This design comes from an exercise in tuning for a short achievable clock period and few clock cycles on the open sky130 flow, not from production work. RTL that was checked went through simulation tests only; none was proved equivalent to the original.

==> inputs of v17 <==
==> flow/design.v <==
`timescale 1ns / 1ps
module ks_add32(input [31:0] a, input [31:0] b, input cin, output [31:0] s);
wire [31:0] p0 = a ^ b;
wire [31:0] g0 = (a & b) | {31'b0, p0[0] & cin};
wire [31:0] g1, p1, g2, p2, g3, p3, g4, p4, g5, p5;
genvar i;
generate for (i = 0; i < 32; i = i + 1) begin : pre
  if (i >= 1)  begin assign g1[i] = g0[i] | (p0[i] & g0[i-1]);  assign p1[i] = p0[i] & p0[i-1]; end
  else         begin assign g1[i] = g0[i];                       assign p1[i] = p0[i]; end
  if (i >= 2)  begin assign g2[i] = g1[i] | (p1[i] & g1[i-2]);  assign p2[i] = p1[i] & p1[i-2]; end
  else         begin assign g2[i] = g1[i];                       assign p2[i] = p1[i]; end
  if (i >= 4)  begin assign g3[i] = g2[i] | (p2[i] & g2[i-4]);  assign p3[i] = p2[i] & p2[i-4]; end
  else         begin assign g3[i] = g2[i];                       assign p3[i] = p2[i]; end
  if (i >= 8)  begin assign g4[i] = g3[i] | (p3[i] & g3[i-8]);  assign p4[i] = p3[i] & p3[i-8]; end
  else         begin assign g4[i] = g3[i];                       assign p4[i] = p3[i]; end
  if (i >= 16) begin assign g5[i] = g4[i] | (p4[i] & g4[i-16]); assign p5[i] = p4[i] & p4[i-16]; end
  else         begin assign g5[i] = g4[i];                       assign p5[i] = p4[i]; end
end endgenerate
assign s = p0 ^ {g5[30:0], cin};
endmodule
module ALU_unit(
   input        op_add, op_sub, op_and, op_or, op_slt,
   input [31:0] operand_1, operand_2,
   output [31:0] out,
   output        eq
    );
   wire [31:0] sum, diff;
   ks_add32 add_s(.a(operand_1), .b(operand_2),  .cin(1'b0), .s(sum));
   ks_add32 add_d(.a(operand_1), .b(~operand_2), .cin(1'b1), .s(diff));
   wire        lt   = (operand_1[31] ^ operand_2[31]) ? operand_1[31] : diff[31];
   assign out = ({32{op_add}} & sum)
              | ({32{op_sub}} & diff)
              | ({32{op_and}} & (operand_1 & operand_2))
              | ({32{op_or}}  & (operand_1 | operand_2))
              | {31'b0, op_slt & lt};
   assign eq = (operand_1 == operand_2);
endmodule
`timescale 1ns / 1ps
module alu_control(input is_r, input [5:0] funct,
                   output op_add, op_sub, op_and, op_or, op_slt);
assign op_slt = is_r &  funct[3];
assign op_sub = is_r & ~funct[3] & ~funct[2] &  funct[1];
assign op_and = is_r & ~funct[3] &  funct[2] & ~funct[0];
assign op_or  = is_r & ~funct[3] &  funct[2] &  funct[0];
assign op_add = ~(op_slt | op_sub | op_and | op_or);
endmodule
`timescale 1ns / 1ps
module control_unit(
input [31:0] ins,
output is_r, is_addi, is_lw, is_sw, is_beq, is_j,
output beq_always,       
output [4:0] dst,        
output uses_rs,          
output uses_rt,          
output use_imm
);
wire [5:0] op = ins[31:26];
assign is_r    = (op == 6'd0);
assign is_addi = (op == 6'd8);
assign is_lw   = (op == 6'd35);
assign is_sw   = (op == 6'd43);
assign is_beq  = (op == 6'd4);
assign is_j    = (op == 6'd2);
assign beq_always = is_beq & (ins[25:21] == ins[20:16]);
assign dst = is_r ? ins[15:11] : (is_addi | is_lw) ? ins[20:16] : 5'd0;
assign uses_rs = is_r | is_addi | is_lw | is_sw | (is_beq & ~beq_always);
assign uses_rt = is_r | (is_beq & ~beq_always);
assign use_imm = is_addi | is_lw | is_sw;
endmodule
`timescale 1ns / 1ps
module registers(input [4:0] read_reg1,read_reg2,write_reg,input clk,input[31:0] write_data,output [31:0] read_data1,read_data2);
reg [31:0] mem [31:1];
assign read_data1 = (read_reg1==5'd0) ? 32'b0 : mem[read_reg1];
assign read_data2 = (read_reg2==5'd0) ? 32'b0 : mem[read_reg2];
always@(posedge clk)
begin
if(write_reg!=5'd0) mem[write_reg]<=write_data;
end
endmodule
`timescale 1ns / 1ps
module top(
input clk,rst,
output [31:0] imem_addr,
input  [31:0] imem_rdata,
output [31:0] dmem_addr,
output [31:0] dmem_wdata,
output        dmem_we,
input  [31:0] dmem_rdata
);
reg  [9:0] pc;
localparam NF = 8;
reg  [NF-1:0] fv;
reg  [9:0]    fkey [0:NF-1];
reg  [9:0]    ftgt [0:NF-1];
reg  [2:0]    fptr;
reg        x_valid;
reg [4:0]  x_rd;
reg        x_is_lw, x_is_sw, x_cbeq;
reg        x_add, x_sub, x_and, x_or, x_slt;
reg [31:0] x_a, x_b, x_sd;
reg        fa_m, fb_m, sd_ld, sd_m;
reg [9:0]  x_tgt;
reg [31:0] mem_res, mem_sd;
reg [4:0]  mem_rd;
reg        mem_is_lw, mem_is_sw;
reg        fw_en;
reg [9:0]  fw_key, fw_tgt;
assign imem_addr = {20'b0, pc, 2'b00};
wire [31:0] fi = imem_rdata;
reg  [9:0] fold_tgt;
reg        fold_hit;
integer k;
always @* begin
  fold_hit = 1'b0;
  fold_tgt = 10'd0;
  for (k = 0; k < NF; k = k + 1)
    if (fv[k] && fkey[k] == pc) begin
      fold_hit = 1'b1;
      fold_tgt = fold_tgt | ftgt[k];
    end
end
wire f_is_r, f_is_addi, f_is_lw, f_is_sw, f_is_beq, f_is_j, f_beq_always;
wire [4:0] f_dst;
wire f_uses_rs, f_uses_rt, f_use_imm;
control_unit c(.ins(fi), .is_r(f_is_r), .is_addi(f_is_addi), .is_lw(f_is_lw),
  .is_sw(f_is_sw), .is_beq(f_is_beq), .is_j(f_is_j), .beq_always(f_beq_always),
  .dst(f_dst), .uses_rs(f_uses_rs), .uses_rt(f_uses_rt), .use_imm(f_use_imm));
wire f_add, f_sub, f_and, f_or, f_slt;
alu_control b(.is_r(f_is_r), .funct(fi[5:0]), .op_add(f_add), .op_sub(f_sub),
  .op_and(f_and), .op_or(f_or), .op_slt(f_slt));
wire [9:0] pc_inc = pc + 10'd1;
wire [9:0] f_btgt = pc_inc + fi[9:0];
wire       f_jump = f_is_j | f_beq_always;
wire [9:0] f_jtgt = f_is_j ? fi[9:0] : f_btgt;
wire [4:0] rs = fi[25:21];
wire [4:0] rt = fi[20:16];
wire [31:0] rf1, rf2;
wire [4:0]  w_rd   = mem_rd;
wire [31:0] w_data = mem_is_lw ? dmem_rdata : mem_res;
registers f(.read_reg1(rs), .read_reg2(rt), .write_reg(w_rd), .clk(clk),
  .write_data(w_data), .read_data1(rf1), .read_data2(rf2));
wire [31:0] f_imm = {{16{fi[15]}}, fi[15:0]};
wire stall = x_valid & x_is_lw & (x_rd != 5'd0) &
             ((f_uses_rs & x_rd == rs) | (f_uses_rt & x_rd == rt));
wire m_a = (x_rd == rs) & (rs != 5'd0);
wire r_a = (mem_rd == rs) & (rs != 5'd0);
wire m_b = (x_rd == rt) & (rt != 5'd0);
wire r_b = (mem_rd == rt) & (rt != 5'd0);
wire [31:0] opa = fa_m ? mem_res : x_a;
wire [31:0] opb = fb_m ? mem_res : x_b;
wire [31:0] alu_out;
wire        alu_eq;
ALU_unit a(.op_add(x_add), .op_sub(x_sub), .op_and(x_and), .op_or(x_or),
  .op_slt(x_slt), .operand_1(opa), .operand_2(opb), .out(alu_out), .eq(alu_eq));
wire [31:0] sd = sd_ld ? dmem_rdata : sd_m ? mem_res : x_sd;
wire redirect = x_cbeq & alu_eq;
assign dmem_addr  = mem_res;
assign dmem_wdata = mem_sd;
assign dmem_we    = mem_is_sw;
always @(posedge clk) begin
  if (rst)           pc <= 10'd0;
  else if (redirect) pc <= x_tgt;
  else if (stall)    pc <= pc;
  else if (f_jump)   pc <= f_jtgt;
  else if (fold_hit) pc <= fold_tgt;
  else               pc <= pc_inc;
  if (rst) begin
    fv <= {NF{1'b0}};
    fptr <= 3'd0;
  end else if (fw_en) begin
    fv[fptr] <= 1'b1;
    fkey[fptr] <= fw_key;
    ftgt[fptr] <= fw_tgt;
    fptr <= fptr + 3'd1;
  end
  fw_en  <= ~rst & ~stall & f_jump;
  fw_key <= pc - 10'd1;
  fw_tgt <= f_jtgt;
  if (rst | redirect | stall) begin
    x_valid <= 1'b0;
    x_rd <= 5'd0;
    x_is_lw <= 1'b0;
    x_is_sw <= 1'b0;
    x_cbeq <= 1'b0;
  end else begin
    x_valid <= 1'b1;
    x_rd <= f_dst;
    x_is_lw <= f_is_lw;
    x_is_sw <= f_is_sw;
    x_cbeq <= f_is_beq & ~f_beq_always;
  end
  x_add <= f_add; x_sub <= f_sub; x_and <= f_and; x_or <= f_or; x_slt <= f_slt;
  x_a  <= r_a ? w_data : rf1;
  x_b  <= f_use_imm ? f_imm : r_b ? w_data : rf2;
  x_sd <= r_b ? w_data : rf2;
  x_tgt <= f_btgt;
  fa_m <= m_a;
  fb_m <= ~f_use_imm & m_b;
  sd_ld <= m_b & x_is_lw;
  sd_m  <= m_b & ~x_is_lw;
  mem_res <= alu_out;
  mem_sd  <= sd;
  if (rst | ~x_valid) begin
    mem_rd <= 5'd0;
    mem_is_lw <= 1'b0;
    mem_is_sw <= 1'b0;
  end else begin
    mem_rd <= x_rd;
    mem_is_lw <= x_is_lw;
    mem_is_sw <= x_is_sw;
  end
end
endmodule
==> flow/flow/run.sh <==
#!/bin/bash
set -euo pipefail
MARGIN=$(cat flow/margin.txt)
bash standard.sh SETUP_SLACK_MARGIN="$MARGIN" finish > standard_flow.log 2>&1
==> flow/flow/margin.txt <==
7.5
==> flow/standard.sh <==
#!/bin/bash
# synth_recipe.tcl (not shown) runs the flow's synth.tcl, then flattens the netlist and writes it again
# the make line also repeats each setting of config.mk as NAME=value (left out here)
make -C /OpenROAD-flow-scripts/flow DESIGN_CONFIG=/design/flow/config.mk WORK_HOME=/design/flow/orfs CLKGATE_MAP_FILE= SYNTH_SCRIPT=/design/flow/synth_recipe.tcl "${@:-finish}"
==> flow/config.mk <==
export PLATFORM = sky130hd
export DESIGN_NAME = top
export DESIGN_NICKNAME = top
export VERILOG_FILES = /design/flow/design.v
export SDC_FILE = /design/flow/constraint.sdc
export NUM_CORES = 4
export LEC_CHECK = 0
export CAP_MARGIN = 20
export CORE_MARGIN = 2
export CORE_UTILIZATION = 40
export SLEW_MARGIN = 20
==> flow/constraint.sdc <==
create_clock -name core_clock -period 10.0 [get_ports {clk}]
set_input_delay 2.0000 -clock core_clock [delete_from_list [all_inputs] [get_ports {clk}]]
set_output_delay 2.0000 -clock core_clock [all_outputs]
set_load 0.01 [all_outputs]
==> v35 (differences from v17) <==
--- a/flow/design.v
+++ b/flow/design.v
@@ -1,21 +1,2 @@
 `timescale 1ns / 1ps
-module ks_add32(input [31:0] a, input [31:0] b, input cin, output [31:0] s);
-wire [31:0] p0 = a ^ b;
-wire [31:0] g0 = (a & b) | {31'b0, p0[0] & cin};
-wire [31:0] g1, p1, g2, p2, g3, p3, g4, p4, g5, p5;
-genvar i;
-generate for (i = 0; i < 32; i = i + 1) begin : pre
-  if (i >= 1)  begin assign g1[i] = g0[i] | (p0[i] & g0[i-1]);  assign p1[i] = p0[i] & p0[i-1]; end
-  else         begin assign g1[i] = g0[i];                       assign p1[i] = p0[i]; end
-  if (i >= 2)  begin assign g2[i] = g1[i] | (p1[i] & g1[i-2]);  assign p2[i] = p1[i] & p1[i-2]; end
-  else         begin assign g2[i] = g1[i];                       assign p2[i] = p1[i]; end
-  if (i >= 4)  begin assign g3[i] = g2[i] | (p2[i] & g2[i-4]);  assign p3[i] = p2[i] & p2[i-4]; end
-  else         begin assign g3[i] = g2[i];                       assign p3[i] = p2[i]; end
-  if (i >= 8)  begin assign g4[i] = g3[i] | (p3[i] & g3[i-8]);  assign p4[i] = p3[i] & p3[i-8]; end
-  else         begin assign g4[i] = g3[i];                       assign p4[i] = p3[i]; end
-  if (i >= 16) begin assign g5[i] = g4[i] | (p4[i] & g4[i-16]); assign p5[i] = p4[i] & p4[i-16]; end
-  else         begin assign g5[i] = g4[i];                       assign p5[i] = p4[i]; end
-end endgenerate
-assign s = p0 ^ {g5[30:0], cin};
-endmodule
 module ALU_unit(
@@ -26,5 +7,4 @@
     );
-   wire [31:0] sum, diff;
-   ks_add32 add_s(.a(operand_1), .b(operand_2),  .cin(1'b0), .s(sum));
-   ks_add32 add_d(.a(operand_1), .b(~operand_2), .cin(1'b1), .s(diff));
+   wire [31:0] sum  = operand_1 + operand_2;
+   wire [31:0] diff = operand_1 - operand_2;
    wire        lt   = (operand_1[31] ^ operand_2[31]) ? operand_1[31] : diff[31];
@@ -100,3 +80,3 @@
 reg [31:0] x_a, x_b, x_sd;
-reg        fa_m, fb_m, sd_ld, sd_m;
+reg        fa_ld, fa_m, fa_r, fb_ld, fb_m, fb_r, sd_ld, sd_m, sd_r;
 reg [9:0]  x_tgt;
@@ -105,4 +85,4 @@
 reg        mem_is_lw, mem_is_sw;
-reg        fw_en;
-reg [9:0]  fw_key, fw_tgt;
+reg [31:0] ret_data;
+reg [4:0]  ret_rd;
 assign imem_addr = {20'b0, pc, 2'b00};
@@ -142,4 +122,3 @@
 wire [31:0] f_imm = {{16{fi[15]}}, fi[15:0]};
-wire stall = x_valid & x_is_lw & (x_rd != 5'd0) &
-             ((f_uses_rs & x_rd == rs) | (f_uses_rt & x_rd == rt));
+wire stall = 1'b0;
 wire m_a = (x_rd == rs) & (rs != 5'd0);
@@ -148,4 +127,4 @@
 wire r_b = (mem_rd == rt) & (rt != 5'd0);
-wire [31:0] opa = fa_m ? mem_res : x_a;
-wire [31:0] opb = fb_m ? mem_res : x_b;
+wire [31:0] opa = fa_ld ? dmem_rdata : fa_m ? mem_res : fa_r ? ret_data : x_a;
+wire [31:0] opb = fb_ld ? dmem_rdata : fb_m ? mem_res : fb_r ? ret_data : x_b;
 wire [31:0] alu_out;
@@ -154,3 +133,3 @@
   .op_slt(x_slt), .operand_1(opa), .operand_2(opb), .out(alu_out), .eq(alu_eq));
-wire [31:0] sd = sd_ld ? dmem_rdata : sd_m ? mem_res : x_sd;
+wire [31:0] sd = sd_ld ? dmem_rdata : sd_m ? mem_res : sd_r ? ret_data : x_sd;
 wire redirect = x_cbeq & alu_eq;
@@ -169,11 +148,8 @@
     fptr <= 3'd0;
-  end else if (fw_en) begin
+  end else if (!stall && f_jump) begin
     fv[fptr] <= 1'b1;
-    fkey[fptr] <= fw_key;
-    ftgt[fptr] <= fw_tgt;
+    fkey[fptr] <= pc - 10'd1;
+    ftgt[fptr] <= f_jtgt;
     fptr <= fptr + 3'd1;
   end
-  fw_en  <= ~rst & ~stall & f_jump;
-  fw_key <= pc - 10'd1;
-  fw_tgt <= f_jtgt;
   if (rst | redirect | stall) begin
@@ -192,10 +168,15 @@
   x_add <= f_add; x_sub <= f_sub; x_and <= f_and; x_or <= f_or; x_slt <= f_slt;
-  x_a  <= r_a ? w_data : rf1;
-  x_b  <= f_use_imm ? f_imm : r_b ? w_data : rf2;
-  x_sd <= r_b ? w_data : rf2;
+  x_a  <= rf1;
+  x_b  <= f_use_imm ? f_imm : rf2;
+  x_sd <= rf2;
   x_tgt <= f_btgt;
-  fa_m <= m_a;
-  fb_m <= ~f_use_imm & m_b;
+  fa_ld <= m_a & x_is_lw;
+  fa_m <= m_a & ~x_is_lw;
+  fa_r <= ~m_a & r_a;
+  fb_ld <= ~f_use_imm & m_b & x_is_lw;
+  fb_m <= ~f_use_imm & m_b & ~x_is_lw;
+  fb_r <= ~f_use_imm & ~m_b & r_b;
   sd_ld <= m_b & x_is_lw;
   sd_m  <= m_b & ~x_is_lw;
+  sd_r  <= ~m_b & r_b;
   mem_res <= alu_out;
@@ -211,2 +192,4 @@
   end
+  ret_data <= w_data;
+  ret_rd   <= rst ? 5'd0 : w_rd;
 end
==> flow/run.sh (new file) <==
#!/bin/bash
# synth_recipe.tcl (not shown) runs the flow's synth.tcl, then flattens the netlist and writes it again
# the make line also repeats each setting of config.mk as NAME=value (left out here)
make -C /OpenROAD-flow-scripts/flow DESIGN_CONFIG=/design/flow/config.mk WORK_HOME=/design/flow/orfs CLKGATE_MAP_FILE= SYNTH_SCRIPT=/design/flow/synth_recipe.tcl finish
Settings changed: SETUP_SLACK_MARGIN set to 5.
removed: flow/flow/run.sh
removed: flow/flow/margin.txt
removed: flow/standard.sh
==> v18 (differences from v17) <==
--- a/flow/design.v
+++ b/flow/design.v
@@ -20,5 +20,23 @@
 endmodule
+module ks_add10(input [9:0] a, input [9:0] b, output [9:0] s);
+wire [9:0] p0 = a ^ b;
+wire [9:0] g0 = a & b;
+wire [9:0] g1, p1, g2, p2, g3, p3, g4;
+genvar i;
+generate for (i = 0; i < 10; i = i + 1) begin : pre
+  if (i >= 1) begin assign g1[i] = g0[i] | (p0[i] & g0[i-1]); assign p1[i] = p0[i] & p0[i-1]; end
+  else        begin assign g1[i] = g0[i];                      assign p1[i] = p0[i]; end
+  if (i >= 2) begin assign g2[i] = g1[i] | (p1[i] & g1[i-2]); assign p2[i] = p1[i] & p1[i-2]; end
+  else        begin assign g2[i] = g1[i];                      assign p2[i] = p1[i]; end
+  if (i >= 4) begin assign g3[i] = g2[i] | (p2[i] & g2[i-4]); assign p3[i] = p2[i] & p2[i-4]; end
+  else        begin assign g3[i] = g2[i];                      assign p3[i] = p2[i]; end
+  if (i >= 8) begin assign g4[i] = g3[i] | (p3[i] & g3[i-8]); end
+  else        begin assign g4[i] = g3[i]; end
+end endgenerate
+assign s = p0 ^ {g4[8:0], 1'b0};
+endmodule
 module ALU_unit(
    input        op_add, op_sub, op_and, op_or, op_slt,
-   input [31:0] operand_1, operand_2,
+   input [31:0] a_reg, b_reg, fwd,    
+   input        a_fwd, b_fwd,         
    output [31:0] out,
@@ -26,5 +44,14 @@
     );
-   wire [31:0] sum, diff;
-   ks_add32 add_s(.a(operand_1), .b(operand_2),  .cin(1'b0), .s(sum));
-   ks_add32 add_d(.a(operand_1), .b(~operand_2), .cin(1'b1), .s(diff));
+   wire [31:0] s_rr, s_fr, s_rf, s_ff, d_rr, d_fr, d_rf, d_ff;
+   ks_add32 as_rr(.a(a_reg), .b(b_reg), .cin(1'b0), .s(s_rr));
+   ks_add32 as_fr(.a(fwd),   .b(b_reg), .cin(1'b0), .s(s_fr));
+   ks_add32 as_rf(.a(a_reg), .b(fwd),   .cin(1'b0), .s(s_rf));
+   ks_add32 as_ff(.a(fwd),   .b(fwd),   .cin(1'b0), .s(s_ff));
+   ks_add32 ad_rr(.a(a_reg), .b(~b_reg), .cin(1'b1), .s(d_rr));
+   ks_add32 ad_fr(.a(fwd),   .b(~b_reg), .cin(1'b1), .s(d_fr));
+   ks_add32 ad_rf(.a(a_reg), .b(~fwd),   .cin(1'b1), .s(d_rf));
+   wire [31:0] sum  = a_fwd ? (b_fwd ? s_ff : s_fr) : (b_fwd ? s_rf : s_rr);
+   wire [31:0] diff = a_fwd ? (b_fwd ? 32'b0 : d_fr) : (b_fwd ? d_rf : d_rr);
+   wire [31:0] operand_1 = a_fwd ? fwd : a_reg;
+   wire [31:0] operand_2 = b_fwd ? fwd : b_reg;
    wire        lt   = (operand_1[31] ^ operand_2[31]) ? operand_1[31] : diff[31];
@@ -95,2 +122,5 @@
 reg  [2:0]    fptr;
+reg        d_valid;
+reg [31:0] ir;
+reg [9:0]  d_btgt;
 reg        x_valid;
@@ -121,17 +151,20 @@
 end
-wire f_is_r, f_is_addi, f_is_lw, f_is_sw, f_is_beq, f_is_j, f_beq_always;
-wire [4:0] f_dst;
-wire f_uses_rs, f_uses_rt, f_use_imm;
-control_unit c(.ins(fi), .is_r(f_is_r), .is_addi(f_is_addi), .is_lw(f_is_lw),
-  .is_sw(f_is_sw), .is_beq(f_is_beq), .is_j(f_is_j), .beq_always(f_beq_always),
-  .dst(f_dst), .uses_rs(f_uses_rs), .uses_rt(f_uses_rt), .use_imm(f_use_imm));
-wire f_add, f_sub, f_and, f_or, f_slt;
-alu_control b(.is_r(f_is_r), .funct(fi[5:0]), .op_add(f_add), .op_sub(f_sub),
-  .op_and(f_and), .op_or(f_or), .op_slt(f_slt));
+wire       f_is_j  = (fi[31:26] == 6'd2);
+wire       f_is_bu = (fi[31:26] == 6'd4) & (fi[25:21] == fi[20:16]);
 wire [9:0] pc_inc = pc + 10'd1;
-wire [9:0] f_btgt = pc_inc + fi[9:0];
-wire       f_jump = f_is_j | f_beq_always;
+wire [9:0] f_btgt;
+ks_add10 tadd(.a(pc_inc), .b(fi[9:0]), .s(f_btgt));
+wire       f_jump = f_is_j | f_is_bu;
 wire [9:0] f_jtgt = f_is_j ? fi[9:0] : f_btgt;
-wire [4:0] rs = fi[25:21];
-wire [4:0] rt = fi[20:16];
+wire d_is_r, d_is_addi, d_is_lw, d_is_sw, d_is_beq, d_is_j, d_beq_always;
+wire [4:0] d_dst;
+wire d_uses_rs, d_uses_rt, d_use_imm;
+control_unit c(.ins(ir), .is_r(d_is_r), .is_addi(d_is_addi), .is_lw(d_is_lw),
+  .is_sw(d_is_sw), .is_beq(d_is_beq), .is_j(d_is_j), .beq_always(d_beq_always),
+  .dst(d_dst), .uses_rs(d_uses_rs), .uses_rt(d_uses_rt), .use_imm(d_use_imm));
+wire d_add, d_sub, d_and, d_or, d_slt;
+alu_control b(.is_r(d_is_r), .funct(ir[5:0]), .op_add(d_add), .op_sub(d_sub),
+  .op_and(d_and), .op_or(d_or), .op_slt(d_slt));
+wire [4:0] rs = ir[25:21];
+wire [4:0] rt = ir[20:16];
 wire [31:0] rf1, rf2;
@@ -141,5 +174,5 @@
   .write_data(w_data), .read_data1(rf1), .read_data2(rf2));
-wire [31:0] f_imm = {{16{fi[15]}}, fi[15:0]};
-wire stall = x_valid & x_is_lw & (x_rd != 5'd0) &
-             ((f_uses_rs & x_rd == rs) | (f_uses_rt & x_rd == rt));
+wire [31:0] d_imm = {{16{ir[15]}}, ir[15:0]};
+wire stall = d_valid & x_valid & x_is_lw & (x_rd != 5'd0) &
+             ((d_uses_rs & x_rd == rs) | (d_uses_rt & x_rd == rt));
 wire m_a = (x_rd == rs) & (rs != 5'd0);
@@ -148,4 +181,2 @@
 wire r_b = (mem_rd == rt) & (rt != 5'd0);
-wire [31:0] opa = fa_m ? mem_res : x_a;
-wire [31:0] opb = fb_m ? mem_res : x_b;
 wire [31:0] alu_out;
@@ -153,3 +184,4 @@
 ALU_unit a(.op_add(x_add), .op_sub(x_sub), .op_and(x_and), .op_or(x_or),
-  .op_slt(x_slt), .operand_1(opa), .operand_2(opb), .out(alu_out), .eq(alu_eq));
+  .op_slt(x_slt), .a_reg(x_a), .b_reg(x_b), .fwd(mem_res), .a_fwd(fa_m), .b_fwd(fb_m),
+  .out(alu_out), .eq(alu_eq));
 wire [31:0] sd = sd_ld ? dmem_rdata : sd_m ? mem_res : x_sd;
@@ -178,3 +210,9 @@
   fw_tgt <= f_jtgt;
-  if (rst | redirect | stall) begin
+  if (rst | redirect) d_valid <= 1'b0;
+  else if (!stall)    d_valid <= 1'b1;
+  if (!stall) begin
+    ir <= fi;
+    d_btgt <= f_btgt;
+  end
+  if (rst | redirect | stall | ~d_valid) begin
     x_valid <= 1'b0;
@@ -186,14 +224,14 @@
     x_valid <= 1'b1;
-    x_rd <= f_dst;
-    x_is_lw <= f_is_lw;
-    x_is_sw <= f_is_sw;
-    x_cbeq <= f_is_beq & ~f_beq_always;
-  end
-  x_add <= f_add; x_sub <= f_sub; x_and <= f_and; x_or <= f_or; x_slt <= f_slt;
+    x_rd <= d_dst;
+    x_is_lw <= d_is_lw;
+    x_is_sw <= d_is_sw;
+    x_cbeq <= d_is_beq & ~d_beq_always;
+  end
+  x_add <= d_add; x_sub <= d_sub; x_and <= d_and; x_or <= d_or; x_slt <= d_slt;
   x_a  <= r_a ? w_data : rf1;
-  x_b  <= f_use_imm ? f_imm : r_b ? w_data : rf2;
+  x_b  <= d_use_imm ? d_imm : r_b ? w_data : rf2;
   x_sd <= r_b ? w_data : rf2;
-  x_tgt <= f_btgt;
+  x_tgt <= d_btgt;
   fa_m <= m_a;
-  fb_m <= ~f_use_imm & m_b;
+  fb_m <= ~d_use_imm & m_b;
   sd_ld <= m_b & x_is_lw;
==> flow/flow/margin.txt (replaced) <==
8.0
==> impl_metrics.tcl <==
set metrics [dict create \
    rrSetupSlack_ns 4.95 \
    hold_slack_ns 0.465 \
    gr-usage-met3_pct 4.60 \
    dpl.hpwl_mm 125 \
    tightest_slew_ns 1.14 \
    synth_compound_area_share_pct 9.13 \
    synth.area.top_cells "edfxtp_1 (51%), mux4_2 (14%), dfxtp_1 (7.4%), mux2i_1 (4.3%), ha_1 (2.0%)" \
    fp.dieW_um 416 \
    gp_congestion 0.930 \
    antenna_cells 8 \
    synth_seq_cells 1405 \
    comb_power_share_pct 18.3 \
    status "finished clean" \
    grt_pass1_wl_mm 304 \
    cts_setup_buffers 10 \
]
The numbers above come from v35.

==> impl_metrics.tcl <==
set metrics [dict create \
    grt_pass1_wl_mm 339 \
    status "finished clean" \
    cts_setup_buffers 287 \
    gr-usage-met3_pct 7.57 \
    synth_compound_area_share_pct 6.55 \
    rrSetupSlack_ns 6.52 \
    comb_power_share_pct 24.7 \
    tightest_slew_ns 0.988 \
    fp.dieW_um 411 \
    synth.area.top_cells "edfxtp_1 (52%), mux4_2 (17%), dfxtp_1 (7.2%), mux2i_1 (4.2%), ha_1 (2.1%)" \
    antenna_cells 2 \
    gp_congestion 0.909 \
]
The numbers above come from v17.

==> impl_metrics.tcl <==
set metrics [dict create \
    rrSetupSlack_ns 6.58 \
    synth_compound_area_share_pct 8.64 \
    tightest_slew_ns 1.06 \
    grt_pass1_wl_mm 395 \
    hold_slack_ns 0.316 \
    status "finished clean" \
    cts_setup_buffers 422 \
    synth_seq_cells 1442 \
    dpl.hpwl_mm 155 \
]
The numbers above come from v18.

Testbench counts of v17, summed over its fixed seeds: cycles 42,626.
Testbench counts of v18, summed over its fixed seeds: cycles 43,400.
For v35, only the layout was checked, not whether the RTL still works.

-- re-timing with driven ports --
Ports are ideal in the flow. The routed layouts listed here were re-timed in OpenROAD.
Step 1: set_driving_cell puts a clkbuf_16 on clk and a buf_2 on each other input, an assumption about the parent block.
Step 2 times the ports against the registers' clock, not the clock port: input delays grow and output delays shrink by t, the midpoint of the rising clock arrivals with the driver on.
Slacks: no drivers / after step 1 / after step 2; pairs: no drivers / after step 1.
run	t (ns)	slack for setup (ns)	hold slack, ns	worst slew at a driven data input, ns	pins driven straight from the clock port
v17	0.895	6.442 / 5.973 / 5.078	0.465 / 0.465 / 0.465	0.65	1
v35	0.865	4.890 / 4.936 / 4.071	0.465 / 0.465 / 0.465	0.12	1
v18	0.902	6.582 / 6.557 / 5.806	0.316 / 0.316 / 0.316	0.07	1
After both steps setup and hold are still met in every run listed. The setup slack of v17, which loses most, moves by -0.469 ns with the drivers and by -1.364 ns with both steps.
